This is an optimization exercise on Yosys and OpenROAD, whose aim is small area, a short achievable clock period and few clock cycles, not a production implementation. In this exercise RTL edits were held to simulation tests only and were not proved equivalent to the original.

File: flow/design.v
module CONVEX(
input               CLK,
input               RST,
input       [4:0]   PT_XY,
output              READ_PT,
output reg  [9:0]   DROP_X,
output reg  [9:0]   DROP_Y,
output reg          DROP_V);
reg  [2:0]  rx_cnt;
reg  [19:0] rx;
reg         rx_full;
reg  [19:0] pn;
reg         pn_v;
reg  [1:0]  npts;
reg         rp_n;                           
assign      READ_PT = !rp_n;
wire        accept   = READ_PT && (rx_cnt == 3'd0 || rx_cnt == 3'd1);
wire [2:0]  rx_cnt_n = accept ? 3'd4 : (rx_cnt != 3'd0 ? rx_cnt - 3'd1 : 3'd0);
wire        rx_done  = (rx_cnt == 3'd1);
wire        pn_take;                        
wire        pn_free  = !pn_v || pn_take;
wire        rx_move  = rx_full && pn_free;
wire        rx_byp   = rx_done && pn_free;
wire        rx_full_n = (rx_done && !pn_free) || (rx_full && !rx_move);
wire        pn_v_n    = rx_move || rx_byp || (pn_v && !pn_take);
always @(posedge CLK) begin
    if (rx_cnt != 3'd0) rx <= {rx[14:0], PT_XY};
    if (rx_move)     pn <= rx;
    else if (rx_byp) pn <= {rx[14:0], PT_XY};
end
always @(posedge CLK or posedge RST) begin
    if (RST) begin
        rx_cnt  <= 3'd0;
        rx_full <= 1'b0;
        pn_v    <= 1'b0;
        rp_n    <= 1'b0;
    end
    else begin
        rx_cnt  <= rx_cnt_n;
        rx_full <= rx_full_n;
        pn_v    <= pn_v_n;
        rp_n    <= !(!rx_full_n && (rx_cnt_n == 3'd0 || (rx_cnt_n == 3'd1 && !pn_v_n)));
    end
end
reg  [19:0] Q [0:11];
reg  [3:0]  cnt;
wire        pop;
reg  [1:0]  npush;
reg  [19:0] D0, D1;
wire [3:0]  base = cnt - {3'd0, pop};
wire        s3_v, s3_first, s3_last, s3_vis;
wire [19:0] s3_A;
reg  [12:0] at;                             
integer k, j;
always @(*) begin
    for (k = 0; k < 13; k = k + 1) at[k] = (cnt == k);
end
reg         pend, pend_drop0, pend_ins0, pend_inside, pend_swap;
reg         bodd;
wire        base_odd = bodd;
wire [19:0] DE = base_odd ? D1 : D0;        
wire [19:0] DO = base_odd ? D0 : D1;        
always @(posedge CLK) begin
    for (j = 0; j < 12; j = j + 1) begin
        if (pop ? (at[j+1] || at[j]) : (at[j] || (j > 0 && at[(j > 0) ? j - 1 : 0])))
            Q[j] <= (j % 2 == 0) ? DE : DO;
        else if (pop && j < 11)
            Q[j] <= Q[(j < 11) ? j + 1 : 11];
    end
end
always @(posedge CLK or posedge RST) begin
    if (RST) begin
        cnt  <= 4'd0;
        bodd <= 1'b0;
    end
    else begin
        cnt  <= vout ? cnt_n1 : cnt_n0;
        bodd <= (vout ? cnt_n1[0] : cnt_n0[0]) ^ s1_v ^ (tri_d && !vout);
    end
end
reg         in_pass, need_last;
reg  [3:0]  tc;                             
reg  [19:0] PT, R0;
reg         r0_ok;                          
reg         fin;                            
reg  [3:0]  Hp;                             
wire        fin_set;
wire [3:0]  Hp_new;
reg         s1_v, s2_v, s1_first, s1_last, s2_first, s2_last, s1_tri, s2_tri;
reg         tri_act;
wire        tri_d;
wire [1:0]  ip      = {1'b0, s1_v} + {1'b0, s2_v};
reg         ip_0, ip_1, ip_2;
wire [19:0] A       = ip_0 ? Q[0] : ip_1 ? Q[1] : Q[2];
wire        r0_now  = s2_v && s2_first;
wire [19:0] B       = need_last ? (r0_ok ? R0 : Q[0]) : ip_0 ? Q[1] : ip_1 ? Q[2] : Q[3];
wire        avail2  = (cnt >= {2'd0, ip} + 4'd2);
wire        all_normal = fin && (tc + 4'd1 == Hp);
wire        last_is = in_pass && need_last && (r0_ok || r0_now) && !tri_act;
wire        start   = (!in_pass || last_is) && pn_v && npts == 2'd2;
wire        direct  = pn_v && npts != 2'd2;             
wire        normal  = in_pass && !need_last && !all_normal && avail2;
assign      pn_take = start || direct;
wire        issue   = normal || last_is;
assign      pop     = s2_v;                 
always @(posedge CLK) begin
    if (start) PT <= pn;
end
always @(posedge CLK or posedge RST) begin
    if (RST) begin
        in_pass   <= 1'b0;
        need_last <= 1'b0;
        tc        <= 4'd0;
        npts      <= 2'd0;
        tri_act   <= 1'b0;
        fin       <= 1'b0;
        Hp        <= 4'd0;
    end
    else begin
        if (direct) begin
            npts <= npts + 2'd1;
            if (npts == 2'd1) begin
                fin     <= 1'b1;
                Hp      <= 4'd2;
                tri_act <= 1'b1;
            end
        end
        if (last_is) begin
            in_pass   <= 1'b0;
            need_last <= 1'b0;
            fin       <= 1'b0;
        end
        if (start) begin
            in_pass <= 1'b1;
            tc      <= 4'd0;
        end
        else if (normal) begin
            tc <= tc + 4'd1;
            if (fin && tc + 4'd2 == Hp) need_last <= 1'b1;
        end
        else if (in_pass && !need_last && all_normal)
            need_last <= 1'b1;
        if (fin_set) begin
            fin <= 1'b1;
            Hp  <= Hp_new;
        end
        if (tri_d) begin
            in_pass   <= 1'b0;
            need_last <= 1'b0;
            tri_act   <= 1'b0;
        end
    end
end
reg  [10:0] s1_aX, s1_nY;
reg  [5:0]  s1_oneY, s1_twoY, s1_negY, s1_oneX, s1_twoX, s1_negX;
reg  [22:0] s2_r0, s2_r1, s2_r2;
function [17:0] booth;
    input [10:0] m;
    reg   [12:0] e;
    integer k;
    begin
        e = {m[10], m, 1'b0};
        for (k = 0; k < 6; k = k + 1) begin
            booth[k]      = e[2*k+1] ^ e[2*k];
            booth[6 + k]  = (e[2*k+2] & ~e[2*k+1] & ~e[2*k]) | (~e[2*k+2] & e[2*k+1] & e[2*k]);
            booth[12 + k] = e[2*k+2];
        end
    end
endfunction
wire [10:0] i_bX = {1'b0, B[19:10]} - {1'b0, PT[19:10]};
wire [10:0] i_bY = {1'b0, B[9:0]}   - {1'b0, PT[9:0]};
always @(posedge CLK) begin
    s1_aX <= {1'b0, A[19:10]} - {1'b0, PT[19:10]};
    s1_nY <= {1'b0, PT[9:0]}     - {1'b0, A[9:0]};
    {s1_negY, s1_twoY, s1_oneY} <= booth(i_bY);
    {s1_negX, s1_twoX, s1_oneX} <= booth(i_bX);
    s1_first <= (tc == 4'd0) && !need_last;
    s1_last  <= need_last;
    s1_tri   <= tri_act;
end
wire [22:0] cs_r0, cs_r1, cs_r2;
CXS cxs(.aX(s1_aX), .nY(s1_nY),
        .oneY(s1_oneY), .twoY(s1_twoY), .negY(s1_negY),
        .oneX(s1_oneX), .twoX(s1_twoX), .negX(s1_negX),
        .r0(cs_r0), .r1(cs_r1), .r2(cs_r2));
always @(posedge CLK) begin
    s2_r0 <= cs_r0;
    s2_r1 <= cs_r1;
    s2_r2 <= cs_r2;
    s2_first <= s1_first;
    s2_last  <= s1_last;
    s2_tri   <= s1_tri;
end
wire [22:0] cs_s = s2_r0 ^ s2_r1 ^ s2_r2;
wire [22:0] cs_c = {(s2_r0[21:0] & s2_r1[21:0]) | (s2_r0[21:0] & s2_r2[21:0]) | (s2_r1[21:0] & s2_r2[21:0]), 1'b0};
wire [22:0] cs_t = cs_s + cs_c;
assign      s3_v     = s2_v;
assign      s3_first = s2_first;
assign      s3_last  = s2_last;
assign      s3_vis   = cs_t[22];
assign      s3_A     = Q[0];                  
always @(posedge CLK or posedge RST) begin
    if (RST) begin
        s1_v <= 1'b0;
        s2_v <= 1'b0;
        ip_0 <= 1'b1;
        ip_1 <= 1'b0;
        ip_2 <= 1'b0;
    end
    else begin
        s1_v <= issue;
        s2_v <= s1_v;
        ip_0 <= !issue && !s1_v;
        ip_1 <= issue ^ s1_v;
        ip_2 <= issue && s1_v;
    end
end
reg         prev_vis, vis0, anyvis;
reg  [19:0] PD;
reg  [3:0]  Hrun;
wire        vin   = prev_vis;
wire        vout  = s3_vis;
wire        dec   = s3_v && !s3_first;
wire        drop  = dec && vin && vout;
wire        ins   = dec && vout && !vin;
wire        drop0 = vout && vis0;
wire        ins0  = vis0 && !vout;
wire [3:0]  Hrun_m2 = Hrun - 4'd2;
wire [3:0]  Hrun_m1 = Hrun - 4'd1;
wire [3:0]  Hrun_p1 = Hrun + 4'd1;
wire [3:0]  Hrun_n  = !vout ? Hrun : vin ? Hrun_m1 : Hrun_p1;
assign      tri_d   = s3_v && s2_tri;
assign      fin_set = (dec && s3_last) || tri_d;
wire [3:0]  Hp_v0   = vis0 ? Hrun_p1 : Hrun;
wire [3:0]  Hp_v1   = vin ? (vis0 ? Hrun_m2 : Hrun_m1) : (vis0 ? Hrun : Hrun_p1);
assign      Hp_new  = tri_d ? 4'd3 : vout ? Hp_v1 : Hp_v0;
wire [1:0]  pend_n  = pend_drop0 ? 2'd0 : pend_ins0 ? 2'd2 : 2'd1;
wire [1:0]  npush0  = direct ? 2'd1 : pend ? pend_n : dec ? 2'd1 : 2'd0;
wire [1:0]  npush1  = direct ? 2'd1 : pend ? pend_n : dec ? (vin ? 2'd0 : 2'd2) : 2'd0;
wire [3:0]  cnt_n0  = (npush0 == 2'd0) ? base : (npush0 == 2'd1) ? base + 4'd1 : base + 4'd2;
wire [3:0]  cnt_n1  = (npush1 == 2'd0) ? base : (npush1 == 2'd1) ? base + 4'd1 : base + 4'd2;
always @(*) begin
    npush = vout ? npush1 : npush0;
    D0 = direct ? pn : pend ? R0 : s3_A;
    D1 = PD;
end
always @(posedge CLK) begin
    if (s3_v && s3_first) begin
        R0 <= s3_A;
        PD <= PT;
        vis0 <= s3_vis;
        prev_vis <= s3_vis;
        anyvis <= s3_vis;
        Hrun <= Hp;
    end
    else if (dec) begin
        prev_vis <= s3_vis;
        anyvis <= anyvis | s3_vis;
        Hrun <= Hrun_n;
    end
    if (fin_set) begin
        pend_drop0  <= drop0 && !tri_d;
        pend_ins0   <= ins0 || tri_d;
        pend_inside <= !(anyvis || vout) && !tri_d;
        pend_swap   <= tri_d && !vout;
    end
end
always @(posedge CLK or posedge RST) begin
    if (RST) begin
        pend  <= 1'b0;
        r0_ok <= 1'b0;
    end
    else begin
        pend  <= fin_set;
        r0_ok <= start ? 1'b0 : (s3_v && s3_first) ? 1'b1 : r0_ok;
    end
end
always @(posedge CLK) begin
    if (pend)
        {DROP_X, DROP_Y} <= pend_drop0 ? R0 : PD;
    else
        {DROP_X, DROP_Y} <= s3_A;
end
always @(posedge CLK or posedge RST) begin
    if (RST) DROP_V <= 1'b0;
    else     DROP_V <= pend ? (pend_drop0 || pend_inside) : drop;
end
endmodule
module CXS(input [10:0] aX, input [10:0] nY,
           input [5:0] oneY, input [5:0] twoY, input [5:0] negY,
           input [5:0] oneX, input [5:0] twoX, input [5:0] negX,
           output [22:0] r0, output [22:0] r1, output [22:0] r2);
wire pY0_0 = ((oneY[0] & aX[0]) | (twoY[0] & 1'b0)) ^ negY[0];
wire pY0_1 = ((oneY[0] & aX[1]) | (twoY[0] & aX[0])) ^ negY[0];
wire pY0_2 = ((oneY[0] & aX[2]) | (twoY[0] & aX[1])) ^ negY[0];
wire pY0_3 = ((oneY[0] & aX[3]) | (twoY[0] & aX[2])) ^ negY[0];
wire pY0_4 = ((oneY[0] & aX[4]) | (twoY[0] & aX[3])) ^ negY[0];
wire pY0_5 = ((oneY[0] & aX[5]) | (twoY[0] & aX[4])) ^ negY[0];
wire pY0_6 = ((oneY[0] & aX[6]) | (twoY[0] & aX[5])) ^ negY[0];
wire pY0_7 = ((oneY[0] & aX[7]) | (twoY[0] & aX[6])) ^ negY[0];
wire pY0_8 = ((oneY[0] & aX[8]) | (twoY[0] & aX[7])) ^ negY[0];
wire pY0_9 = ((oneY[0] & aX[9]) | (twoY[0] & aX[8])) ^ negY[0];
wire pY0_10 = ((oneY[0] & aX[10]) | (twoY[0] & aX[9])) ^ negY[0];
wire pY0_11 = ((oneY[0] & aX[10]) | (twoY[0] & aX[10])) ^ negY[0];
wire pY1_0 = ((oneY[1] & aX[0]) | (twoY[1] & 1'b0)) ^ negY[1];
wire pY1_1 = ((oneY[1] & aX[1]) | (twoY[1] & aX[0])) ^ negY[1];
wire pY1_2 = ((oneY[1] & aX[2]) | (twoY[1] & aX[1])) ^ negY[1];
wire pY1_3 = ((oneY[1] & aX[3]) | (twoY[1] & aX[2])) ^ negY[1];
wire pY1_4 = ((oneY[1] & aX[4]) | (twoY[1] & aX[3])) ^ negY[1];
wire pY1_5 = ((oneY[1] & aX[5]) | (twoY[1] & aX[4])) ^ negY[1];
wire pY1_6 = ((oneY[1] & aX[6]) | (twoY[1] & aX[5])) ^ negY[1];
wire pY1_7 = ((oneY[1] & aX[7]) | (twoY[1] & aX[6])) ^ negY[1];
wire pY1_8 = ((oneY[1] & aX[8]) | (twoY[1] & aX[7])) ^ negY[1];
wire pY1_9 = ((oneY[1] & aX[9]) | (twoY[1] & aX[8])) ^ negY[1];
wire pY1_10 = ((oneY[1] & aX[10]) | (twoY[1] & aX[9])) ^ negY[1];
wire pY1_11 = ((oneY[1] & aX[10]) | (twoY[1] & aX[10])) ^ negY[1];
wire pY2_0 = ((oneY[2] & aX[0]) | (twoY[2] & 1'b0)) ^ negY[2];
wire pY2_1 = ((oneY[2] & aX[1]) | (twoY[2] & aX[0])) ^ negY[2];
wire pY2_2 = ((oneY[2] & aX[2]) | (twoY[2] & aX[1])) ^ negY[2];
wire pY2_3 = ((oneY[2] & aX[3]) | (twoY[2] & aX[2])) ^ negY[2];
wire pY2_4 = ((oneY[2] & aX[4]) | (twoY[2] & aX[3])) ^ negY[2];
wire pY2_5 = ((oneY[2] & aX[5]) | (twoY[2] & aX[4])) ^ negY[2];
wire pY2_6 = ((oneY[2] & aX[6]) | (twoY[2] & aX[5])) ^ negY[2];
wire pY2_7 = ((oneY[2] & aX[7]) | (twoY[2] & aX[6])) ^ negY[2];
wire pY2_8 = ((oneY[2] & aX[8]) | (twoY[2] & aX[7])) ^ negY[2];
wire pY2_9 = ((oneY[2] & aX[9]) | (twoY[2] & aX[8])) ^ negY[2];
wire pY2_10 = ((oneY[2] & aX[10]) | (twoY[2] & aX[9])) ^ negY[2];
wire pY2_11 = ((oneY[2] & aX[10]) | (twoY[2] & aX[10])) ^ negY[2];
wire pY3_0 = ((oneY[3] & aX[0]) | (twoY[3] & 1'b0)) ^ negY[3];
wire pY3_1 = ((oneY[3] & aX[1]) | (twoY[3] & aX[0])) ^ negY[3];
wire pY3_2 = ((oneY[3] & aX[2]) | (twoY[3] & aX[1])) ^ negY[3];
wire pY3_3 = ((oneY[3] & aX[3]) | (twoY[3] & aX[2])) ^ negY[3];
wire pY3_4 = ((oneY[3] & aX[4]) | (twoY[3] & aX[3])) ^ negY[3];
wire pY3_5 = ((oneY[3] & aX[5]) | (twoY[3] & aX[4])) ^ negY[3];
wire pY3_6 = ((oneY[3] & aX[6]) | (twoY[3] & aX[5])) ^ negY[3];
wire pY3_7 = ((oneY[3] & aX[7]) | (twoY[3] & aX[6])) ^ negY[3];
wire pY3_8 = ((oneY[3] & aX[8]) | (twoY[3] & aX[7])) ^ negY[3];
wire pY3_9 = ((oneY[3] & aX[9]) | (twoY[3] & aX[8])) ^ negY[3];
wire pY3_10 = ((oneY[3] & aX[10]) | (twoY[3] & aX[9])) ^ negY[3];
wire pY3_11 = ((oneY[3] & aX[10]) | (twoY[3] & aX[10])) ^ negY[3];
wire pY4_0 = ((oneY[4] & aX[0]) | (twoY[4] & 1'b0)) ^ negY[4];
wire pY4_1 = ((oneY[4] & aX[1]) | (twoY[4] & aX[0])) ^ negY[4];
wire pY4_2 = ((oneY[4] & aX[2]) | (twoY[4] & aX[1])) ^ negY[4];
wire pY4_3 = ((oneY[4] & aX[3]) | (twoY[4] & aX[2])) ^ negY[4];
wire pY4_4 = ((oneY[4] & aX[4]) | (twoY[4] & aX[3])) ^ negY[4];
wire pY4_5 = ((oneY[4] & aX[5]) | (twoY[4] & aX[4])) ^ negY[4];
wire pY4_6 = ((oneY[4] & aX[6]) | (twoY[4] & aX[5])) ^ negY[4];
wire pY4_7 = ((oneY[4] & aX[7]) | (twoY[4] & aX[6])) ^ negY[4];
wire pY4_8 = ((oneY[4] & aX[8]) | (twoY[4] & aX[7])) ^ negY[4];
wire pY4_9 = ((oneY[4] & aX[9]) | (twoY[4] & aX[8])) ^ negY[4];
wire pY4_10 = ((oneY[4] & aX[10]) | (twoY[4] & aX[9])) ^ negY[4];
wire pY4_11 = ((oneY[4] & aX[10]) | (twoY[4] & aX[10])) ^ negY[4];
wire pY5_0 = ((oneY[5] & aX[0]) | (twoY[5] & 1'b0)) ^ negY[5];
wire pY5_1 = ((oneY[5] & aX[1]) | (twoY[5] & aX[0])) ^ negY[5];
wire pY5_2 = ((oneY[5] & aX[2]) | (twoY[5] & aX[1])) ^ negY[5];
wire pY5_3 = ((oneY[5] & aX[3]) | (twoY[5] & aX[2])) ^ negY[5];
wire pY5_4 = ((oneY[5] & aX[4]) | (twoY[5] & aX[3])) ^ negY[5];
wire pY5_5 = ((oneY[5] & aX[5]) | (twoY[5] & aX[4])) ^ negY[5];
wire pY5_6 = ((oneY[5] & aX[6]) | (twoY[5] & aX[5])) ^ negY[5];
wire pY5_7 = ((oneY[5] & aX[7]) | (twoY[5] & aX[6])) ^ negY[5];
wire pY5_8 = ((oneY[5] & aX[8]) | (twoY[5] & aX[7])) ^ negY[5];
wire pY5_9 = ((oneY[5] & aX[9]) | (twoY[5] & aX[8])) ^ negY[5];
wire pY5_10 = ((oneY[5] & aX[10]) | (twoY[5] & aX[9])) ^ negY[5];
wire pY5_11 = ((oneY[5] & aX[10]) | (twoY[5] & aX[10])) ^ negY[5];
wire pX0_0 = ((oneX[0] & nY[0]) | (twoX[0] & 1'b0)) ^ negX[0];
wire pX0_1 = ((oneX[0] & nY[1]) | (twoX[0] & nY[0])) ^ negX[0];
wire pX0_2 = ((oneX[0] & nY[2]) | (twoX[0] & nY[1])) ^ negX[0];
wire pX0_3 = ((oneX[0] & nY[3]) | (twoX[0] & nY[2])) ^ negX[0];
wire pX0_4 = ((oneX[0] & nY[4]) | (twoX[0] & nY[3])) ^ negX[0];
wire pX0_5 = ((oneX[0] & nY[5]) | (twoX[0] & nY[4])) ^ negX[0];
wire pX0_6 = ((oneX[0] & nY[6]) | (twoX[0] & nY[5])) ^ negX[0];
wire pX0_7 = ((oneX[0] & nY[7]) | (twoX[0] & nY[6])) ^ negX[0];
wire pX0_8 = ((oneX[0] & nY[8]) | (twoX[0] & nY[7])) ^ negX[0];
wire pX0_9 = ((oneX[0] & nY[9]) | (twoX[0] & nY[8])) ^ negX[0];
wire pX0_10 = ((oneX[0] & nY[10]) | (twoX[0] & nY[9])) ^ negX[0];
wire pX0_11 = ((oneX[0] & nY[10]) | (twoX[0] & nY[10])) ^ negX[0];
wire pX1_0 = ((oneX[1] & nY[0]) | (twoX[1] & 1'b0)) ^ negX[1];
wire pX1_1 = ((oneX[1] & nY[1]) | (twoX[1] & nY[0])) ^ negX[1];
wire pX1_2 = ((oneX[1] & nY[2]) | (twoX[1] & nY[1])) ^ negX[1];
wire pX1_3 = ((oneX[1] & nY[3]) | (twoX[1] & nY[2])) ^ negX[1];
wire pX1_4 = ((oneX[1] & nY[4]) | (twoX[1] & nY[3])) ^ negX[1];
wire pX1_5 = ((oneX[1] & nY[5]) | (twoX[1] & nY[4])) ^ negX[1];
wire pX1_6 = ((oneX[1] & nY[6]) | (twoX[1] & nY[5])) ^ negX[1];
wire pX1_7 = ((oneX[1] & nY[7]) | (twoX[1] & nY[6])) ^ negX[1];
wire pX1_8 = ((oneX[1] & nY[8]) | (twoX[1] & nY[7])) ^ negX[1];
wire pX1_9 = ((oneX[1] & nY[9]) | (twoX[1] & nY[8])) ^ negX[1];
wire pX1_10 = ((oneX[1] & nY[10]) | (twoX[1] & nY[9])) ^ negX[1];
wire pX1_11 = ((oneX[1] & nY[10]) | (twoX[1] & nY[10])) ^ negX[1];
wire pX2_0 = ((oneX[2] & nY[0]) | (twoX[2] & 1'b0)) ^ negX[2];
wire pX2_1 = ((oneX[2] & nY[1]) | (twoX[2] & nY[0])) ^ negX[2];
wire pX2_2 = ((oneX[2] & nY[2]) | (twoX[2] & nY[1])) ^ negX[2];
wire pX2_3 = ((oneX[2] & nY[3]) | (twoX[2] & nY[2])) ^ negX[2];
wire pX2_4 = ((oneX[2] & nY[4]) | (twoX[2] & nY[3])) ^ negX[2];
wire pX2_5 = ((oneX[2] & nY[5]) | (twoX[2] & nY[4])) ^ negX[2];
wire pX2_6 = ((oneX[2] & nY[6]) | (twoX[2] & nY[5])) ^ negX[2];
wire pX2_7 = ((oneX[2] & nY[7]) | (twoX[2] & nY[6])) ^ negX[2];
wire pX2_8 = ((oneX[2] & nY[8]) | (twoX[2] & nY[7])) ^ negX[2];
wire pX2_9 = ((oneX[2] & nY[9]) | (twoX[2] & nY[8])) ^ negX[2];
wire pX2_10 = ((oneX[2] & nY[10]) | (twoX[2] & nY[9])) ^ negX[2];
wire pX2_11 = ((oneX[2] & nY[10]) | (twoX[2] & nY[10])) ^ negX[2];
wire pX3_0 = ((oneX[3] & nY[0]) | (twoX[3] & 1'b0)) ^ negX[3];
wire pX3_1 = ((oneX[3] & nY[1]) | (twoX[3] & nY[0])) ^ negX[3];
wire pX3_2 = ((oneX[3] & nY[2]) | (twoX[3] & nY[1])) ^ negX[3];
wire pX3_3 = ((oneX[3] & nY[3]) | (twoX[3] & nY[2])) ^ negX[3];
wire pX3_4 = ((oneX[3] & nY[4]) | (twoX[3] & nY[3])) ^ negX[3];
wire pX3_5 = ((oneX[3] & nY[5]) | (twoX[3] & nY[4])) ^ negX[3];
wire pX3_6 = ((oneX[3] & nY[6]) | (twoX[3] & nY[5])) ^ negX[3];
wire pX3_7 = ((oneX[3] & nY[7]) | (twoX[3] & nY[6])) ^ negX[3];
wire pX3_8 = ((oneX[3] & nY[8]) | (twoX[3] & nY[7])) ^ negX[3];
wire pX3_9 = ((oneX[3] & nY[9]) | (twoX[3] & nY[8])) ^ negX[3];
wire pX3_10 = ((oneX[3] & nY[10]) | (twoX[3] & nY[9])) ^ negX[3];
wire pX3_11 = ((oneX[3] & nY[10]) | (twoX[3] & nY[10])) ^ negX[3];
wire pX4_0 = ((oneX[4] & nY[0]) | (twoX[4] & 1'b0)) ^ negX[4];
wire pX4_1 = ((oneX[4] & nY[1]) | (twoX[4] & nY[0])) ^ negX[4];
wire pX4_2 = ((oneX[4] & nY[2]) | (twoX[4] & nY[1])) ^ negX[4];
wire pX4_3 = ((oneX[4] & nY[3]) | (twoX[4] & nY[2])) ^ negX[4];
wire pX4_4 = ((oneX[4] & nY[4]) | (twoX[4] & nY[3])) ^ negX[4];
wire pX4_5 = ((oneX[4] & nY[5]) | (twoX[4] & nY[4])) ^ negX[4];
wire pX4_6 = ((oneX[4] & nY[6]) | (twoX[4] & nY[5])) ^ negX[4];
wire pX4_7 = ((oneX[4] & nY[7]) | (twoX[4] & nY[6])) ^ negX[4];
wire pX4_8 = ((oneX[4] & nY[8]) | (twoX[4] & nY[7])) ^ negX[4];
wire pX4_9 = ((oneX[4] & nY[9]) | (twoX[4] & nY[8])) ^ negX[4];
wire pX4_10 = ((oneX[4] & nY[10]) | (twoX[4] & nY[9])) ^ negX[4];
wire pX4_11 = ((oneX[4] & nY[10]) | (twoX[4] & nY[10])) ^ negX[4];
wire pX5_0 = ((oneX[5] & nY[0]) | (twoX[5] & 1'b0)) ^ negX[5];
wire pX5_1 = ((oneX[5] & nY[1]) | (twoX[5] & nY[0])) ^ negX[5];
wire pX5_2 = ((oneX[5] & nY[2]) | (twoX[5] & nY[1])) ^ negX[5];
wire pX5_3 = ((oneX[5] & nY[3]) | (twoX[5] & nY[2])) ^ negX[5];
wire pX5_4 = ((oneX[5] & nY[4]) | (twoX[5] & nY[3])) ^ negX[5];
wire pX5_5 = ((oneX[5] & nY[5]) | (twoX[5] & nY[4])) ^ negX[5];
wire pX5_6 = ((oneX[5] & nY[6]) | (twoX[5] & nY[5])) ^ negX[5];
wire pX5_7 = ((oneX[5] & nY[7]) | (twoX[5] & nY[6])) ^ negX[5];
wire pX5_8 = ((oneX[5] & nY[8]) | (twoX[5] & nY[7])) ^ negX[5];
wire pX5_9 = ((oneX[5] & nY[9]) | (twoX[5] & nY[8])) ^ negX[5];
wire pX5_10 = ((oneX[5] & nY[10]) | (twoX[5] & nY[9])) ^ negX[5];
wire pX5_11 = ((oneX[5] & nY[10]) | (twoX[5] & nY[10])) ^ negX[5];
wire neg5s = negY[5] ^ negX[5];
wire neg5c = negY[5] & negX[5];
wire w1 = pY0_6 ^ pY1_4;
wire w2 = pY0_6 & pY1_4;
wire w3 = pY0_8 ^ pY1_6 ^ pY2_4;
wire w4 = (pY0_8 & pY1_6) | (pY0_8 & pY2_4) | (pY1_6 & pY2_4);
wire w5 = pY3_2 ^ pY4_0;
wire w6 = pY3_2 & pY4_0;
wire w7 = pY0_9 ^ pY1_7 ^ pY2_5;
wire w8 = (pY0_9 & pY1_7) | (pY0_9 & pY2_5) | (pY1_7 & pY2_5);
wire w9 = pY3_3 ^ pY4_1;
wire w10 = pY3_3 & pY4_1;
wire w11 = pY0_10 ^ pY1_8 ^ pY2_6;
wire w12 = (pY0_10 & pY1_8) | (pY0_10 & pY2_6) | (pY1_8 & pY2_6);
wire w13 = pY3_4 ^ pY4_2 ^ pY5_0;
wire w14 = (pY3_4 & pY4_2) | (pY3_4 & pY5_0) | (pY4_2 & pY5_0);
wire w15 = pX0_10 ^ pX1_8 ^ pX2_6;
wire w16 = (pX0_10 & pX1_8) | (pX0_10 & pX2_6) | (pX1_8 & pX2_6);
wire w17 = ~pY0_11 ^ pY1_9 ^ pY2_7;
wire w18 = (~pY0_11 & pY1_9) | (~pY0_11 & pY2_7) | (pY1_9 & pY2_7);
wire w19 = pY3_5 ^ pY4_3 ^ pY5_1;
wire w20 = (pY3_5 & pY4_3) | (pY3_5 & pY5_1) | (pY4_3 & pY5_1);
wire w21 = ~pX0_11 ^ pX1_9 ^ pX2_7;
wire w22 = (~pX0_11 & pX1_9) | (~pX0_11 & pX2_7) | (pX1_9 & pX2_7);
wire w23 = pX3_5 ^ pX4_3;
wire w24 = pX3_5 & pX4_3;
wire w25 = pY1_10 ^ pY2_8 ^ pY3_6;
wire w26 = (pY1_10 & pY2_8) | (pY1_10 & pY3_6) | (pY2_8 & pY3_6);
wire w27 = pY4_4 ^ pY5_2 ^ pX1_10;
wire w28 = (pY4_4 & pY5_2) | (pY4_4 & pX1_10) | (pY5_2 & pX1_10);
wire w29 = pX2_8 ^ pX3_6 ^ pX4_4;
wire w30 = (pX2_8 & pX3_6) | (pX2_8 & pX4_4) | (pX3_6 & pX4_4);
wire w31 = ~pY1_11 ^ pY2_9 ^ pY3_7;
wire w32 = (~pY1_11 & pY2_9) | (~pY1_11 & pY3_7) | (pY2_9 & pY3_7);
wire w33 = pY4_5 ^ pY5_3 ^ ~pX1_11;
wire w34 = (pY4_5 & pY5_3) | (pY4_5 & ~pX1_11) | (pY5_3 & ~pX1_11);
wire w35 = pX2_9 ^ pX3_7;
wire w36 = pX2_9 & pX3_7;
wire w37 = pY2_10 ^ pY3_8 ^ pY4_6;
wire w38 = (pY2_10 & pY3_8) | (pY2_10 & pY4_6) | (pY3_8 & pY4_6);
wire w39 = ~pY2_11 ^ pY3_9;
wire w40 = ~pY2_11 & pY3_9;
wire w41 = pY0_4 ^ pY1_2 ^ pY2_0;
wire w42 = (pY0_4 & pY1_2) | (pY0_4 & pY2_0) | (pY1_2 & pY2_0);
wire w43 = pY0_5 ^ pY1_3;
wire w44 = pY0_5 & pY1_3;
wire w45 = w1 ^ pY2_2 ^ pY3_0;
wire w46 = (w1 & pY2_2) | (w1 & pY3_0) | (pY2_2 & pY3_0);
wire w47 = negY[3] ^ pX0_6 ^ pX1_4;
wire w48 = (negY[3] & pX0_6) | (negY[3] & pX1_4) | (pX0_6 & pX1_4);
wire w49 = pY0_7 ^ pY1_5 ^ pY2_3;
wire w50 = (pY0_7 & pY1_5) | (pY0_7 & pY2_3) | (pY1_5 & pY2_3);
wire w51 = pY3_1 ^ pX0_7 ^ pX1_5;
wire w52 = (pY3_1 & pX0_7) | (pY3_1 & pX1_5) | (pX0_7 & pX1_5);
wire w53 = pX2_3 ^ pX3_1;
wire w54 = pX2_3 & pX3_1;
wire w55 = w3 ^ w5 ^ negY[4];
wire w56 = (w3 & w5) | (w3 & negY[4]) | (w5 & negY[4]);
wire w57 = pX0_8 ^ pX1_6 ^ pX2_4;
wire w58 = (pX0_8 & pX1_6) | (pX0_8 & pX2_4) | (pX1_6 & pX2_4);
wire w59 = pX3_2 ^ pX4_0 ^ negX[4];
wire w60 = (pX3_2 & pX4_0) | (pX3_2 & negX[4]) | (pX4_0 & negX[4]);
wire w61 = w7 ^ w9 ^ pX0_9;
wire w62 = (w7 & w9) | (w7 & pX0_9) | (w9 & pX0_9);
wire w63 = pX1_7 ^ pX2_5 ^ pX3_3;
wire w64 = (pX1_7 & pX2_5) | (pX1_7 & pX3_3) | (pX2_5 & pX3_3);
wire w65 = pX4_1 ^ w4 ^ w6;
wire w66 = (pX4_1 & w4) | (pX4_1 & w6) | (w4 & w6);
wire w67 = w11 ^ w13 ^ w15;
wire w68 = (w11 & w13) | (w11 & w15) | (w13 & w15);
wire w69 = pX3_4 ^ pX4_2 ^ pX5_0;
wire w70 = (pX3_4 & pX4_2) | (pX3_4 & pX5_0) | (pX4_2 & pX5_0);
wire w71 = neg5s ^ w8 ^ w10;
wire w72 = (neg5s & w8) | (neg5s & w10) | (w8 & w10);
wire w73 = w17 ^ w19 ^ w21;
wire w74 = (w17 & w19) | (w17 & w21) | (w19 & w21);
wire w75 = w23 ^ pX5_1 ^ neg5c;
wire w76 = (w23 & pX5_1) | (w23 & neg5c) | (pX5_1 & neg5c);
wire w77 = w12 ^ w14 ^ w16;
wire w78 = (w12 & w14) | (w12 & w16) | (w14 & w16);
wire w79 = w25 ^ w27 ^ w29;
wire w80 = (w25 & w27) | (w25 & w29) | (w27 & w29);
wire w81 = pX5_2 ^ 1'b1 ^ w18;
wire w82 = (pX5_2 & 1'b1) | (pX5_2 & w18) | (1'b1 & w18);
wire w83 = w20 ^ w22 ^ w24;
wire w84 = (w20 & w22) | (w20 & w24) | (w22 & w24);
wire w85 = w31 ^ w33 ^ w35;
wire w86 = (w31 & w33) | (w31 & w35) | (w33 & w35);
wire w87 = pX4_5 ^ pX5_3 ^ 1'b1;
wire w88 = (pX4_5 & pX5_3) | (pX4_5 & 1'b1) | (pX5_3 & 1'b1);
wire w89 = w26 ^ w28 ^ w30;
wire w90 = (w26 & w28) | (w26 & w30) | (w28 & w30);
wire w91 = w37 ^ pY5_4 ^ pX2_10;
wire w92 = (w37 & pY5_4) | (w37 & pX2_10) | (pY5_4 & pX2_10);
wire w93 = pX3_8 ^ pX4_6 ^ pX5_4;
wire w94 = (pX3_8 & pX4_6) | (pX3_8 & pX5_4) | (pX4_6 & pX5_4);
wire w95 = w32 ^ w34 ^ w36;
wire w96 = (w32 & w34) | (w32 & w36) | (w34 & w36);
wire w97 = w39 ^ pY4_7 ^ pY5_5;
wire w98 = (w39 & pY4_7) | (w39 & pY5_5) | (pY4_7 & pY5_5);
wire w99 = ~pX2_11 ^ pX3_9 ^ pX4_7;
wire w100 = (~pX2_11 & pX3_9) | (~pX2_11 & pX4_7) | (pX3_9 & pX4_7);
wire w101 = pX5_5 ^ 1'b1 ^ w38;
wire w102 = (pX5_5 & 1'b1) | (pX5_5 & w38) | (1'b1 & w38);
wire w103 = pY3_10 ^ pY4_8 ^ pY5_6;
wire w104 = (pY3_10 & pY4_8) | (pY3_10 & pY5_6) | (pY4_8 & pY5_6);
wire w105 = pX3_10 ^ pX4_8 ^ pX5_6;
wire w106 = (pX3_10 & pX4_8) | (pX3_10 & pX5_6) | (pX4_8 & pX5_6);
wire w107 = ~pY3_11 ^ pY4_9 ^ pY5_7;
wire w108 = (~pY3_11 & pY4_9) | (~pY3_11 & pY5_7) | (pY4_9 & pY5_7);
wire w109 = ~pX3_11 ^ pX4_9;
wire w110 = ~pX3_11 & pX4_9;
wire w111 = pY0_2 ^ pY1_0 ^ negY[1];
wire w112 = (pY0_2 & pY1_0) | (pY0_2 & negY[1]) | (pY1_0 & negY[1]);
wire w113 = pY0_3 ^ pY1_1;
wire w114 = pY0_3 & pY1_1;
wire w115 = w41 ^ negY[2] ^ pX0_4;
wire w116 = (w41 & negY[2]) | (w41 & pX0_4) | (negY[2] & pX0_4);
wire w117 = pX1_2 ^ pX2_0;
wire w118 = pX1_2 & pX2_0;
wire w119 = w43 ^ pY2_1 ^ pX0_5;
wire w120 = (w43 & pY2_1) | (w43 & pX0_5) | (pY2_1 & pX0_5);
wire w121 = pX1_3 ^ pX2_1 ^ w42;
wire w122 = (pX1_3 & pX2_1) | (pX1_3 & w42) | (pX2_1 & w42);
wire w123 = w45 ^ w47 ^ pX2_2;
wire w124 = (w45 & w47) | (w45 & pX2_2) | (w47 & pX2_2);
wire w125 = pX3_0 ^ negX[3] ^ w44;
wire w126 = (pX3_0 & negX[3]) | (pX3_0 & w44) | (negX[3] & w44);
wire w127 = w49 ^ w51 ^ w53;
wire w128 = (w49 & w51) | (w49 & w53) | (w51 & w53);
wire w129 = w2 ^ w46 ^ w48;
wire w130 = (w2 & w46) | (w2 & w48) | (w46 & w48);
wire w131 = w55 ^ w57 ^ w59;
wire w132 = (w55 & w57) | (w55 & w59) | (w57 & w59);
wire w133 = w50 ^ w52 ^ w54;
wire w134 = (w50 & w52) | (w50 & w54) | (w52 & w54);
wire w135 = w61 ^ w63 ^ w65;
wire w136 = (w61 & w63) | (w61 & w65) | (w63 & w65);
wire w137 = w56 ^ w58 ^ w60;
wire w138 = (w56 & w58) | (w56 & w60) | (w58 & w60);
wire w139 = w67 ^ w69 ^ w71;
wire w140 = (w67 & w69) | (w67 & w71) | (w69 & w71);
wire w141 = w62 ^ w64 ^ w66;
wire w142 = (w62 & w64) | (w62 & w66) | (w64 & w66);
wire w143 = w73 ^ w75 ^ w77;
wire w144 = (w73 & w75) | (w73 & w77) | (w75 & w77);
wire w145 = w68 ^ w70 ^ w72;
wire w146 = (w68 & w70) | (w68 & w72) | (w70 & w72);
wire w147 = w79 ^ w81 ^ w83;
wire w148 = (w79 & w81) | (w79 & w83) | (w81 & w83);
wire w149 = w74 ^ w76 ^ w78;
wire w150 = (w74 & w76) | (w74 & w78) | (w76 & w78);
wire w151 = w85 ^ w87 ^ w89;
wire w152 = (w85 & w87) | (w85 & w89) | (w87 & w89);
wire w153 = w80 ^ w82 ^ w84;
wire w154 = (w80 & w82) | (w80 & w84) | (w82 & w84);
wire w155 = w91 ^ w93 ^ w95;
wire w156 = (w91 & w93) | (w91 & w95) | (w93 & w95);
wire w157 = w86 ^ w88 ^ w90;
wire w158 = (w86 & w88) | (w86 & w90) | (w88 & w90);
wire w159 = w97 ^ w99 ^ w101;
wire w160 = (w97 & w99) | (w97 & w101) | (w99 & w101);
wire w161 = w92 ^ w94 ^ w96;
wire w162 = (w92 & w94) | (w92 & w96) | (w94 & w96);
wire w163 = w103 ^ w105 ^ w40;
wire w164 = (w103 & w105) | (w103 & w40) | (w105 & w40);
wire w165 = w98 ^ w100 ^ w102;
wire w166 = (w98 & w100) | (w98 & w102) | (w100 & w102);
wire w167 = w107 ^ w109 ^ pX5_7;
wire w168 = (w107 & w109) | (w107 & pX5_7) | (w109 & pX5_7);
wire w169 = 1'b1 ^ w104 ^ w106;
wire w170 = (1'b1 & w104) | (1'b1 & w106) | (w104 & w106);
wire w171 = pY4_10 ^ pY5_8 ^ pX4_10;
wire w172 = (pY4_10 & pY5_8) | (pY4_10 & pX4_10) | (pY5_8 & pX4_10);
wire w173 = pX5_8 ^ w108 ^ w110;
wire w174 = (pX5_8 & w108) | (pX5_8 & w110) | (w108 & w110);
wire w175 = ~pY4_11 ^ pY5_9 ^ ~pX4_11;
wire w176 = (~pY4_11 & pY5_9) | (~pY4_11 & ~pX4_11) | (pY5_9 & ~pX4_11);
wire w177 = pX5_9 ^ 1'b1;
wire w178 = pX5_9 & 1'b1;
wire w179 = pY0_0 ^ negY[0];
wire w180 = pY0_0 & negY[0];
wire w181 = w111 ^ pX0_2;
wire w182 = w111 & pX0_2;
wire w183 = w113 ^ pX0_3 ^ pX1_1;
wire w184 = (w113 & pX0_3) | (w113 & pX1_1) | (pX0_3 & pX1_1);
wire w185 = w115 ^ w117 ^ negX[2];
wire w186 = (w115 & w117) | (w115 & negX[2]) | (w117 & negX[2]);
wire w187 = w119 ^ w121 ^ w116;
wire w188 = (w119 & w121) | (w119 & w116) | (w121 & w116);
wire w189 = w123 ^ w125 ^ w120;
wire w190 = (w123 & w125) | (w123 & w120) | (w125 & w120);
wire w191 = w127 ^ w129 ^ w124;
wire w192 = (w127 & w129) | (w127 & w124) | (w129 & w124);
wire w193 = w131 ^ w133 ^ w128;
wire w194 = (w131 & w133) | (w131 & w128) | (w133 & w128);
wire w195 = w135 ^ w137 ^ w132;
wire w196 = (w135 & w137) | (w135 & w132) | (w137 & w132);
wire w197 = w139 ^ w141 ^ w136;
wire w198 = (w139 & w141) | (w139 & w136) | (w141 & w136);
wire w199 = w143 ^ w145 ^ w140;
wire w200 = (w143 & w145) | (w143 & w140) | (w145 & w140);
wire w201 = w147 ^ w149 ^ w144;
wire w202 = (w147 & w149) | (w147 & w144) | (w149 & w144);
wire w203 = w151 ^ w153 ^ w148;
wire w204 = (w151 & w153) | (w151 & w148) | (w153 & w148);
wire w205 = w155 ^ w157 ^ w152;
wire w206 = (w155 & w157) | (w155 & w152) | (w157 & w152);
wire w207 = w159 ^ w161 ^ w156;
wire w208 = (w159 & w161) | (w159 & w156) | (w161 & w156);
wire w209 = w163 ^ w165 ^ w160;
wire w210 = (w163 & w165) | (w163 & w160) | (w165 & w160);
wire w211 = w167 ^ w169 ^ w164;
wire w212 = (w167 & w169) | (w167 & w164) | (w169 & w164);
wire w213 = w171 ^ w173 ^ w168;
wire w214 = (w171 & w173) | (w171 & w168) | (w173 & w168);
wire w215 = w175 ^ w177 ^ w172;
wire w216 = (w175 & w177) | (w175 & w172) | (w177 & w172);
wire w217 = pY5_10 ^ pX5_10 ^ w176;
wire w218 = (pY5_10 & pX5_10) | (pY5_10 & w176) | (pX5_10 & w176);
wire w219 = ~pY5_11 ^ ~pX5_11;
wire w220 = ~pY5_11 & ~pX5_11;
assign r0 = {w220, w219, w217, w215, w213, w211, w209, w207, w205, w203, w201, w199, w197, w195, w193, w191, w189, w187, w185, w183, w181, pY0_1, w179};
assign r1 = {1'b0, 1'b1, w178, w174, w170, w166, w162, w158, w154, w150, w146, w142, w138, w134, w130, w126, w122, w118, w114, w112, pX1_0, pX0_1, pX0_0};
assign r2 = {1'b0, w218, w216, w214, w212, w210, w208, w206, w204, w202, w200, w198, w196, w194, w192, w190, w188, w186, w184, w182, negX[1], w180, negX[0]};
endmodule
File: flow/run.sh
#!/bin/bash
# synth_recipe.tcl (not shown) runs the flow's synth.tcl, then flattens the netlist and writes it again
# the make line also repeats each setting of config.mk as NAME=value (left out here)
make -C /OpenROAD-flow-scripts/flow DESIGN_CONFIG=/design/flow/config.mk WORK_HOME=/design/flow/orfs CLKGATE_MAP_FILE= SYNTH_SCRIPT=/design/flow/synth_recipe.tcl finish
File: flow/config.mk
export PLATFORM = sky130hd
export DESIGN_NAME = CONVEX
export DESIGN_NICKNAME = CONVEX
export VERILOG_FILES = /design/flow/design.v
export SDC_FILE = /design/flow/constraint.sdc
export NUM_CORES = 4
export LEC_CHECK = 0
export CAP_MARGIN = 20
export CORE_MARGIN = 2
export CORE_UTILIZATION = 55
export CTS_CLUSTER_DIAMETER = 120
export CTS_CLUSTER_SIZE = 20
export SETUP_SLACK_MARGIN = 5
export SLEW_MARGIN = 20
File: flow/constraint.sdc
create_clock -name core_clock -period 8.5 [get_ports {CLK}]
set_input_delay 1.7000 -clock core_clock [delete_from_list [all_inputs] [get_ports {CLK}]]
set_output_delay 1.7000 -clock core_clock [all_outputs]
set_load 0.01 [all_outputs]
==> results of run 1 <==
[per-stage QoR]
step | cells | util | worst slack, ns
5_1_grt | 3302 | 0.5958 | 4.938
3_3_place_gp | 3237 | 0.5721 | 4.539
2_1_floorplan | 2654 | - | 5.043
6_report | 3302 | 0.5958 | 5.113
3_5_place_dp | 3238 | 0.5724 | 4.530
4_1_cts | 3297 | 0.5928 | 4.997
[flip-flops by register name, summed over array words and instances (netlist names), 20 cells and up]
| name | count |
|---|---|
| s2_r2 | 22 |
| pn | 20 |
| R0 | 20 |
| rx | 20 |
| PD | 20 |
| PT | 20 |
| s2_r1 | 21 |
| s2_r0 | 23 |
| Q | 240 |
[worst reg2reg max path: stages, from the launching register on]
cell and delay [ns]:
dfxtp_1 0.72, a22oi_1 0.21, xor2_1 0.19, fa_1 0.52
inv_1 0.05, fa_1 0.48, inv_1 0.06, fa_1 0.53
inv_1 0.06, fa_1 0.46
[per-layer routing]
layer  share of wire  track usage  vias up
met3           0.043      0.02161       98
li1                -            -     8952
met5               0            0        -
met2            0.48       0.4432      463
met4           0.022      0.06631        0
met1            0.45       0.3619     9253
[cell families after synthesis]
logic type | share of synthesized area
AO/OA/AOI/OAI | 0.1245
XOR/XNOR | 0.06059
adder cells (fa/ha/maj) | 0.1226
buffers and inverters | 0.05202
flip-flops | 0.4991
multiplexers | 0.06085
AND/OR/NAND/NOR | 0.08037
[final cells by class]
class,count,area (um^2),share of cell area
sequential,530,14320,0.4676
multi-input combinational,1731,12960,0.4231
inverter,238,893.4,0.02917
tap,680,850.8,0.02778
clock inverter,1,11.26,0.0003677
timing repair buffer,69,733.2,0.02394
clock buffer,53,858.3,0.02803
[final timing paths]
path                             from        end  slack, ns  cells after the start
setup / recovery           s1_oneX[4]  s2_r0[12]       5.11                      9
hold / removal               s1_first   s2_first       0.33                      0
setup reg to reg           s1_oneX[4]  s2_r0[12]       5.11                      9
hold reg to reg              s1_first   s2_first       0.33                      0
max in group asynchronous         RST       ip_0       6.64                      3
min in group asynchronous         RST     cnt[2]       1.49                      3
[layout by cell type (no fill, tap or decap), drive strengths merged, types with 4 or more instances in the layout]
cell           count
edfxtp           350
nor2             247
inv              239
a21oi            222
nand2            206
o21ai            179
mux2i            148
dfxtp            148
xnor2            122
fa               112
a22oi            104
ha               101
xor2              75
clkbuf            54
buf               37
dfrtp             31
clkdlybuf4s50     28
nand2b            27
mux2              23
a21o              23
nor2b             23
a211oi            22
o21a              14
nor3              10
and2               8
or2                8
nand3              6
a21boi             6
o22ai              5
o211ai             4
a221oi             4
[cell usage after synthesis (all sizes together) (23+ instances only)]
cell type / instances / area (um^2)
a21o: 23 / 172.7
a21oi: 222 / 1115
a22oi: 104 / 780.8
buf: 29 / 121.4
clkbuf: 126 / 473.0
dfrtp: 31 / 775.7
dfxtp: 148 / 2963
edfxtp: 350 / 10510
fa: 112 / 2242
ha: 101 / 1264
inv: 238 / 893.4
mux2: 23 / 259.0
mux2i: 148 / 1481
nand2: 206 / 773.2
nand2b: 27 / 168.9
nor2: 247 / 927.1
nor2b: 23 / 143.9
o21ai: 179 / 899.6
xnor2: 122 / 1076
xor2: 75 / 656.9
[timing repair]
item / in CTS / in global routing
resized for setup: 19 / 41
buffers inserted: 1 / 4
pin swaps: 3 / 1
cloned: 4 / 1
endpoints found under the setup margin: 71 / 50
==> results.py, run 1 <==
metrics = {
    "status": {
        "outcome": "finished clean",
    },
    "critical_path": {
        "worstPathCellList": "a22oi_1, xor2_1, fa_1, inv_1, fa_1, inv_1, fa_1, inv_1, fa_1",
        "crit_slowest_cell": "dfxtp_1",
        "path_common_cell": "fa_1",
        "startpoint_type": "flop",
        "path_buf_inv": 3,
        "slowest_delay_ns": 0.72,
        "crit_path_max_fanout": 12,
        "critical_path_required_ns": 8.98,
        "crit_path_end_kind": "flop",
        "critical_path_class": "reg2reg",
        "critPathTopFamily": "adder cells",
        "arrival_ns": 3.87,
    },
    "sta": {
        "fmax_mhz": 295.2,
        "final-setup-viol-count": 0,
        "rsz0062_at_grt": "true",
        "tightest_slew_ns": 0.9727,
        "period_share": 0.3985,
        "finalCriticalPeriod_ns": 3.387,
        "holdWs_ns": 0.3308,
        "hold_viol": 0,
        "slew-limit-headroom": 0.3515,
        "drv_slew": 0,
        "setup-tns-final_ns": 0,
        "finClkSkew_ns": 0.02637,
    },
    "layout": {
        "antenna_cells": 0,
        "final_nets": 2820,
        "drive_gt1_frac": 0.06827,
        "fillers": 4337,
        "area_growth_pct": 7.083,
        "final_area_mm2": 0.03063,
    },
    "clock_network": {
        "clk-insertion-delay-late_ns": 0.62,
        "numCtsBuffers": 30,
        "cts_sinks": 530,
        "cts_root_buffer": "clkbuf_16",
        "cts_tree": "done",
        "path_clk_slew_ns": 0.09,
        "ctsHtreeMaxLevel": 1,
        "clock_path_buffers": 3,
        "hold_buffers": 0,
    },
    "floorplan": {
        "die_w_um": 232.0,
        "start_util": 0.5564,
        "die-area_mm2": 0.05384,
        "rows": 83,
        "die_h_um": 232.0,
        "ioPinCount": 29,
        "core-area_mm2": 0.05141,
    },
    "grt": {
        "grt_max_degree": 65,
        "overflow": 0,
        "grt_usage": 0.2605,
        "grt_pass1_vias": 18661,
        "grt_first_pass_wirelength_mm": 108.1,
        "antenna_found_initial": 0,
    },
    "synthesis": {
        "ys_types": 62,
        "syn_area_mm2": 0.02860,
        "synth_cells": 2654,
        "yosys_warnings": 2,
        "ys_ff_latch": 530,
        "synth_nets": 2874,
        "synth_edf_count": 350,
        "yosysSeqAreaShare": 0.4991,
        "syn_avg_cell_area_um2": 10.78,
        "synth_ff_type": "edfxtp_1",
        "async_reset_ff_frac": 0.06038,
    },
    "route": {
        "wirelength_mm": 69.46,
        "ant_nets": 0,
        "wire_per_inst_um": 21.04,
        "drc": 0,
        "firstDrtPassIters": 6,
        "vias": 18766,
        "drt_iter0_drc": 1517,
        "vias_per_cell": 5.683,
    },
    "placed_design": {
        "gp_congestion": 0.9627,
        "io_buffers": 28,
        "dp_hpwl_mm": 49.55,
        "placed_area_mm2": 0.02942,
    },
    "worst_hold_path": {
        "hold_path.class": "reg2reg",
    },
    "job": {
        "maxCapViolations": 0,
    },
}
Testbench counts, summed over its fixed seeds: cycles 23,534.
==> inputs of run 2 (changes only) <==
--- a/flow/config.mk
+++ b/flow/config.mk
@@ -5,10 +5,10 @@
 export SDC_FILE = /design/flow/constraint.sdc
 export NUM_CORES = 4
 export LEC_CHECK = 0
-export CAP_MARGIN = 20
+export CAP_MARGIN = 0
 export CORE_MARGIN = 2
 export CORE_UTILIZATION = 55
 export CTS_CLUSTER_DIAMETER = 120
 export CTS_CLUSTER_SIZE = 20
 export SETUP_SLACK_MARGIN = 5
-export SLEW_MARGIN = 20
+export SLEW_MARGIN = 0
==> run 2 against run 1 <==
Effect of this change:
- critical path type unchanged
- worst hold slack better by 0.0019 ns
- largest cell class unchanged
- via count decreased by 0.14%
- sequential cell count unchanged
- still clean on timing, DRC and antenna
- global-route usage down 0.058 points
- routed wire length grew 0.34%
==> results.py, run 2 <==
metrics = {
    "route": {
        "wirelength_mm": 69.70,
        "drc": 0,
        "wire_per_inst_um": 21.10,
        "vias_per_cell": 5.672,
        "vias": 18740,
        "ant_nets": 0,
        "firstDrtPassIters": 5,
        "drt_iter0_drc": 1401,
    },
    "job": {
        "maxCapViolations": 0,
    },
    "synthesis": {
        "syn_avg_cell_area_um2": 10.78,
        "synth_top_cell_area_share": 0.3675,
        "syn_area_mm2": 0.02860,
        "yosys.area.top_type": "edfxtp_1",
        "yosysMostFrequentCell": "edfxtp_1",
        "yosys_warnings": 2,
        "yosysSeqAreaShare": 0.4991,
        "synth_nets": 2874,
        "async_reset_ff_frac": 0.06038,
        "synth_area_leaders": "edfxtp_1 (37%), dfxtp_1 (10%), fa_1 (7.8%)",
        "synth_cells": 2654,
        "ys_types": 62,
        "ys_ff_latch": 530,
        "synth_ff_type": "edfxtp_1",
        "synth_edf_count": 350,
        "yosys-top-cells-count": "edfxtp_1 (350), nor2_1 (247), inv_1 (235), a21oi_1 (221), nand2_1 (206)",
    },
    "layout": {
        "largestRegisters": "Q (240), s2_r0 (23), s2_r2 (22)",
        "antenna_cells": 0,
        "drive_gt1_frac": 0.06669,
        "largest_register_ff_count": 240,
        "final_nets": 2822,
        "layout_common_cells": "edfxtp_1 (350), nor2_1 (244), inv_1 (235)",
        "final_common_cell": "edfxtp_1",
        "area_growth_pct": 7.109,
        "layoutNonFillerInstCount": 3304,
        "largest-register": "Q",
    },
    "status": {
        "outcome": "finished clean",
    },
    "clock_network": {
        "clock_path_buffers": 3,
        "numCtsBuffers": 30,
        "ctsHtreeMaxLevel": 1,
        "cts_root_buffer": "clkbuf_16",
        "path_clk_slew_ns": 0.09,
        "clk-insertion-delay-late_ns": 0.63,
        "cts_sinks": 530,
        "cts_tree": "done",
    },
    "worst_hold_path": {
        "hold_path.class": "reg2reg",
        "whs_endpoint": "s2_tri",
        "hold_path_depth": 0,
        "min_from": "s1_tri",
    },
    "grt": {
        "overflow": 0,
        "grt_first_pass_wirelength_mm": 107.8,
        "grt_usage": 0.2599,
        "grt_pass1_vias": 18591,
        "antenna_found_initial": 0,
        "grt_max_degree": 65,
    },
    "placed_design": {
        "dpl.cell_count": 3237,
        "gp_congestion": 0.9627,
        "io_buffers": 28,
        "dp_hpwl_mm": 49.57,
    },
    "sta": {
        "setup-tns-final_ns": 0,
        "rsz0062_at_grt": "true",
        "slew-limit-headroom": 0.2204,
        "fmax_mhz": 292.3,
        "tightest_slew_ns": 1.167,
        "finalCriticalPeriod_ns": 3.421,
        "hold_viol": 0,
        "finClkSkew_ns": 0.02456,
        "holdWs_ns": 0.3327,
        "period_share": 0.4024,
        "drv_slew": 0,
        "final-setup-viol-count": 0,
    },
    "critical_path": {
        "critical_path_required_ns": 9.01,
        "rr_worst_depth": 9,
        "startpoint_type": "flop",
        "crit_path_end_kind": "flop",
        "ff2ff_setup_slack_ns": 5.08,
        "critical_path_class": "reg2reg",
        "arrival_ns": 3.93,
        "timing.rr.start": "s1_aX[8]",
        "cp-startpoint": "s1_aX[8]",
        "crit_path_max_fanout": 11,
        "r2r_end": "s2_r0[9]",
    },
    "floorplan": {
        "die_h_um": 232.0,
        "core-area_mm2": 0.05141,
        "rows": 83,
        "start_util": 0.5564,
        "ioPinCount": 29,
        "die-area_mm2": 0.05384,
        "die_w_um": 232.0,
    },
}
-- run 2: worst max-delay path, cell delays in order (launching register included) --
cell and delay, ns:
dfxtp_1 0.66, a22oi_1 0.19, xor2_1 0.19, fa_1 0.55, inv_1 0.06, fa_1 0.54, inv_1 0.06, fa_1 0.53
inv_1 0.05, fa_1 0.47
-- run 2: how the worst max path moves through the flow --
stage | to | slack [ns] | cells after the start
global route | Hp[3] | 4.92 | 14
finish | s2_r0[9] | 5.08 | 9
floorplan | s1_twoX[4] | 5.04 | 17
global placement | pn[18] | 4.54 | 9
detailed placement | pn[18] | 4.48 | 9
CTS | s2_r0[12] | 5.00 | 9
-- run 2: logic make-up after synthesis --
family | after synthesis | synth area share
xor gates and xnor gates | 197 | 0.06059
DFF | 530 | 0.4991
buffers and inverters | 393 | 0.05202
muxes | 171 | 0.06085
and+or+nand+nor | 548 | 0.08037
adders and majority gates | 213 | 0.1226
AOI/OAI and AO/OA | 602 | 0.1245
-- run 2: stage by stage --
| step | util | setup WS, ns | area [um^2] |
|---|---|---|---|
| after floorplan | - | 5.043 | 28600 |
| after global placement | 0.5721 | 4.539 | 29410 |
| after detailed placement | 0.5721 | 4.483 | 29410 |
| after CTS | 0.5924 | 5.001 | 30450 |
| after global routing | 0.5959 | 4.924 | 30630 |
| final | 0.5959 | 5.079 | 30630 |
-- run 2: layout make-up --
class                      count  area [um^2]
clock buffer                  52        833.3
clock inverter                 2        41.29
fill                        4350        20770
inverter                     238        893.4
multi-input combinational   1731        12970
sequential                   530        14310
tap                          680        850.8
timing repair buffer          71        733.2
-- run 2: timing repair --
action,in CTS,in global routing
gates cloned,4,2
pin swaps,2,6
buffers inserted,1,6
hold buffers,0,0
resized for setup,16,40
endpoints found under the setup margin,71,47
-- run 2: per-layer routing --
layer / part of all wire / track usage
met5: 0 / 0
met4: 0.026 / 0.06811
met1: 0.45 / 0.3606
met2: 0.48 / 0.4401
met3: 0.044 / 0.02394
==> inputs of run 3 (changes only) <==
--- a/flow/design.v
+++ b/flow/design.v
@@ -18,11 +18,14 @@
 wire [2:0]  rx_cnt_n = accept ? 3'd4 : (rx_cnt != 3'd0 ? rx_cnt - 3'd1 : 3'd0);
 wire        rx_done  = (rx_cnt == 3'd1);
 wire        pn_take;                        
-wire        pn_free  = !pn_v || pn_take;
+reg         use_pn;
+wire        use_pn_n;
+wire        pn_free  = !(pn_v || use_pn) || pn_take;
 wire        rx_move  = rx_full && pn_free;
 wire        rx_byp   = rx_done && pn_free;
 wire        rx_full_n = (rx_done && !pn_free) || (rx_full && !rx_move);
-wire        pn_v_n    = rx_move || rx_byp || (pn_v && !pn_take);
+wire        pn_start;                       
+wire        pn_v_n    = rx_move || rx_byp || (pn_v && !pn_take && !pn_start);
 always @(posedge CLK) begin
     if (rx_cnt != 3'd0) rx <= {rx[14:0], PT_XY};
     if (rx_move)     pn <= rx;
@@ -33,13 +36,15 @@
         rx_cnt  <= 3'd0;
         rx_full <= 1'b0;
         pn_v    <= 1'b0;
+        use_pn  <= 1'b0;
         rp_n    <= 1'b0;
     end
     else begin
         rx_cnt  <= rx_cnt_n;
         rx_full <= rx_full_n;
         pn_v    <= pn_v_n;
-        rp_n    <= !(!rx_full_n && (rx_cnt_n == 3'd0 || (rx_cnt_n == 3'd1 && !pn_v_n)));
+        use_pn  <= use_pn_n;
+        rp_n    <= !(!rx_full_n && (rx_cnt_n == 3'd0 || (rx_cnt_n == 3'd1 && !pn_v_n && !use_pn_n)));
     end
 end
 reg  [19:0] Q [0:11];
@@ -100,11 +105,16 @@
 wire        start   = (!in_pass || last_is) && pn_v && npts == 2'd2;
 wire        direct  = pn_v && npts != 2'd2;             
 wire        normal  = in_pass && !need_last && !all_normal && avail2;
-assign      pn_take = start || direct;
+wire        keep_pn  = start && (s1_v || s2_v);
+wire        to_pt    = (start && !keep_pn) || (use_pn && pend);
+assign      use_pn_n = keep_pn || (use_pn && !pend);
+assign      pn_take  = direct || to_pt;
+assign      pn_start = start;
+wire [19:0] P        = use_pn ? pn : PT;    
 wire        issue   = normal || last_is;
 assign      pop     = s2_v;                 
 always @(posedge CLK) begin
-    if (start) PT <= pn;
+    if (to_pt) PT <= pn;
 end
 always @(posedge CLK or posedge RST) begin
     if (RST) begin
@@ -167,11 +177,11 @@
         end
     end
 endfunction
-wire [10:0] i_bX = {1'b0, B[19:10]} - {1'b0, PT[19:10]};
-wire [10:0] i_bY = {1'b0, B[9:0]}   - {1'b0, PT[9:0]};
+wire [10:0] i_bX = {1'b0, B[19:10]} - {1'b0, P[19:10]};
+wire [10:0] i_bY = {1'b0, B[9:0]}   - {1'b0, P[9:0]};
 always @(posedge CLK) begin
-    s1_aX <= {1'b0, A[19:10]} - {1'b0, PT[19:10]};
-    s1_nY <= {1'b0, PT[9:0]}     - {1'b0, A[9:0]};
+    s1_aX <= {1'b0, A[19:10]} - {1'b0, P[19:10]};
+    s1_nY <= {1'b0, P[9:0]}      - {1'b0, A[9:0]};
     {s1_negY, s1_twoY, s1_oneY} <= booth(i_bY);
     {s1_negX, s1_twoX, s1_oneX} <= booth(i_bX);
     s1_first <= (tc == 4'd0) && !need_last;
@@ -216,7 +226,6 @@
     end
 end
 reg         prev_vis, vis0, anyvis;
-reg  [19:0] PD;
 reg  [3:0]  Hrun;
 wire        vin   = prev_vis;
 wire        vout  = s3_vis;
@@ -242,12 +251,11 @@
 always @(*) begin
     npush = vout ? npush1 : npush0;
     D0 = direct ? pn : pend ? R0 : s3_A;
-    D1 = PD;
+    D1 = PT;
 end
 always @(posedge CLK) begin
     if (s3_v && s3_first) begin
         R0 <= s3_A;
-        PD <= PT;
         vis0 <= s3_vis;
         prev_vis <= s3_vis;
         anyvis <= s3_vis;
@@ -277,7 +285,7 @@
 end
 always @(posedge CLK) begin
     if (pend)
-        {DROP_X, DROP_Y} <= pend_drop0 ? R0 : PD;
+        {DROP_X, DROP_Y} <= pend_drop0 ? R0 : PT;
     else
         {DROP_X, DROP_Y} <= s3_A;
 end
--- a/flow/config.mk
+++ b/flow/config.mk
@@ -5,10 +5,10 @@
 export SDC_FILE = /design/flow/constraint.sdc
 export NUM_CORES = 4
 export LEC_CHECK = 0
-export CAP_MARGIN = 0
+export CAP_MARGIN = 20
 export CORE_MARGIN = 2
 export CORE_UTILIZATION = 55
 export CTS_CLUSTER_DIAMETER = 120
 export CTS_CLUSTER_SIZE = 20
 export SETUP_SLACK_MARGIN = 5
-export SLEW_MARGIN = 0
+export SLEW_MARGIN = 20
==> run 3 against run 2 <==
Effect of this change:
- die area down 0.92%
- utilization up 0.096 points
- highest routed layer is now met5
- critical endpoint is now Hp[3]
- area after synthesis down 0.93%
- global-route usage down 0.26 points
- worst hold slack worse by 0.0064 ns
- worst setup slack worse by 0.090 ns
- largest cell class unchanged
- routed wire length down 2.6%
- still clean on timing, DRC and antenna
- cell area down 0.45%
==> results.py, run 3 <==
metrics = {
    "status": {
        "outcome": "finished clean",
    },
    "sta": {
        "slew-limit-headroom": 0.2976,
        "setup-tns-final_ns": 0,
        "tightest_slew_ns": 1.054,
    },
    "layout": {
        "drive_gt1_frac": 0.06684,
        "area_growth_pct": 7.635,
        "fillers": 4363,
        "multi_input_area_mm2": 0.01342,
        "antenna_cells": 0,
    },
    "critical_path": {
        "worstPathCellList": "inv_1, fa_1, inv_1, ha_4, a2111o_1, o211ai_1, o211ai_1, xnor2_4, buf_12, and2_4, or3_4, a32o_1",
        "path_buf_inv": 3,
        "slowest_delay_ns": 0.52,
        "crit_slowest_cell": "fa_1",
        "crit_path_end_kind": "flop",
        "critPathTopFamily": "compound AO/OA/AOI/OAI gates",
    },
    "grt": {
        "grt_first_pass_wirelength_mm": 106.9,
        "grt_pass1_vias": 18555,
        "overflow": 0,
        "antenna_found_initial": 1,
    },
    "synthesis": {
        "synth_compound_area_frac": 0.1255,
        "synth_cells": 2679,
        "ys_types": 61,
        "synth_area_leaders": "edfxtp_1 (35%), dfxtp_1 (10%), fa_1 (7.9%)",
        "synth_nets": 2900,
        "yosys_warnings": 2,
        "synth_top_family_by_area": "compound AO/OA/AOI/OAI gates",
        "yosys.area.top_type": "edfxtp_1",
        "synth_edf_count": 330,
        "syn_avg_cell_area_um2": 10.58,
        "synth_top_cell_area_share": 0.3497,
    },
    "clock_network": {
        "clk-insertion-delay-late_ns": 0.60,
        "cts_tree": "done",
        "path_clk_slew_ns": 0.10,
    },
    "route": {
        "ant_nets": 0,
        "wire_per_inst_um": 20.41,
        "vias_per_cell": 5.645,
        "drc": 0,
        "wirelength_mm": 67.91,
    },
    "job": {
        "maxCapViolations": 0,
    },
    "placed_design": {
        "gp_congestion": 0.9119,
    },
    "floorplan": {
        "core-area_mm2": 0.05109,
        "start_util": 0.5545,
        "rows": 83,
        "ioPinCount": 29,
        "die_w_um": 231.0,
    },
    "worst_hold_path": {
        "hold_path.class": "reg2reg",
    },
}
run 3: cell types whose count changed in the layout (fill, tap and decap cells not counted), sizes merged, moves of 6 or more:
cell / change
a21o: -9
a21oi: +6
buf: +7
edfxtp: -20
inv: -13
mux2i: +20
nand2: +13
nand2b: -8
nor3b: +6
o21a: -9
xnor2: +7
xor2: -8
run 3: metrics by stage:
step           hold slack (ns)  area [um^2]  setup WS (ns)  instances
2_1_floorplan           0.3096        28340          5.028       2679
4_1_cts                 0.3318        30280          4.932       3319
3_5_place_dp            0.3121        29100          3.852       3252
3_3_place_gp            0.3117        29100          3.896       3252
5_1_grt                 0.3425        30500          4.867       3328
6_report                0.3264        30500          4.990       3328
run 3: timing repair:
item,in CTS,in global routing
setup buffers,11,8
endpoints found under the hold margin,0,0
pin swaps,10,17
hold buffers,0,0
gates resized for setup,29,40
cloned,5,0
endpoints found under the setup margin,40,55
run 3: cell families after synthesis:
family | after synthesis
compound gates | 607
xor+xnor | 196
fa+ha+maj | 215
buf+inv | 386
flops | 511
mux | 191
simple gates | 573
run 3: area by class of cell:
| cell class | instances | area share |
|---|---|---|
| inverters | 227 | 0.02794 |
| clock inverters | 1 | 0.0003692 |
| multi-input cells | 1782 | 0.4401 |
| flip-flops and latches | 511 | 0.4499 |
| repair buffers | 77 | 0.02741 |
| clock buffers | 50 | 0.02638 |
| well taps | 680 | 0.02790 |
run 3: path summary, 6_finish.rpt:
path                          start      to  slack (ns)  cells after the start
min in group asynchronous       RST   tc[0]        1.50                      3
min                          s1_tri  s2_tri        0.33                      0
max reg2reg                s2_r0[3]   Hp[3]        4.99                     12
min reg2reg                  s1_tri  s2_tri        0.33                      0
max                        s2_r0[3]   Hp[3]        4.99                     12
max in group asynchronous       RST    pend        6.64                      3
run 3: layer usage:
layer	GRT usage	part of all wire	up-vias
met4	0.07641	0.029	2
li1	-	-	9091
met2	0.4428	0.49	420
met3	0.02112	0.035	110
met5	0	0.00021	-
met1	0.3485	0.45	9164
Testbench counts of run 3, summed over its fixed seeds: cycles 23,534.

==> separate check: timing with driven ports <==
The results above use ideal ports. As a check the final layouts listed here were re-extracted and re-timed, cells and wires unchanged.
Step 1 sets driving cells, clkbuf_16 on the clock port and buf_2 on the other inputs (assumed; they add their load-dependent delay and slew).
Step 2 adds t to the input delays and takes it off the output delays; t is the mean of the earliest and latest rising clock arrival at the registers after step 1. Input paths then give back, and output paths get back, about the clock's delay inside the block.
Slacks: ideal ports / drivers / drivers and shift; pairs: ideal ports / drivers.
run	shift t [ns]	setup slack, ns	worst setup path at the end	cell pins on the clock port's net
run 1	0.661	5.113 / 5.113 / 5.113	register to register	1
run 2	0.675	5.079 / 5.079 / 5.079	register to register	1
run 3	0.649	4.990 / 4.990 / 4.990	register to register	1
After both steps every run listed still meets setup and hold.
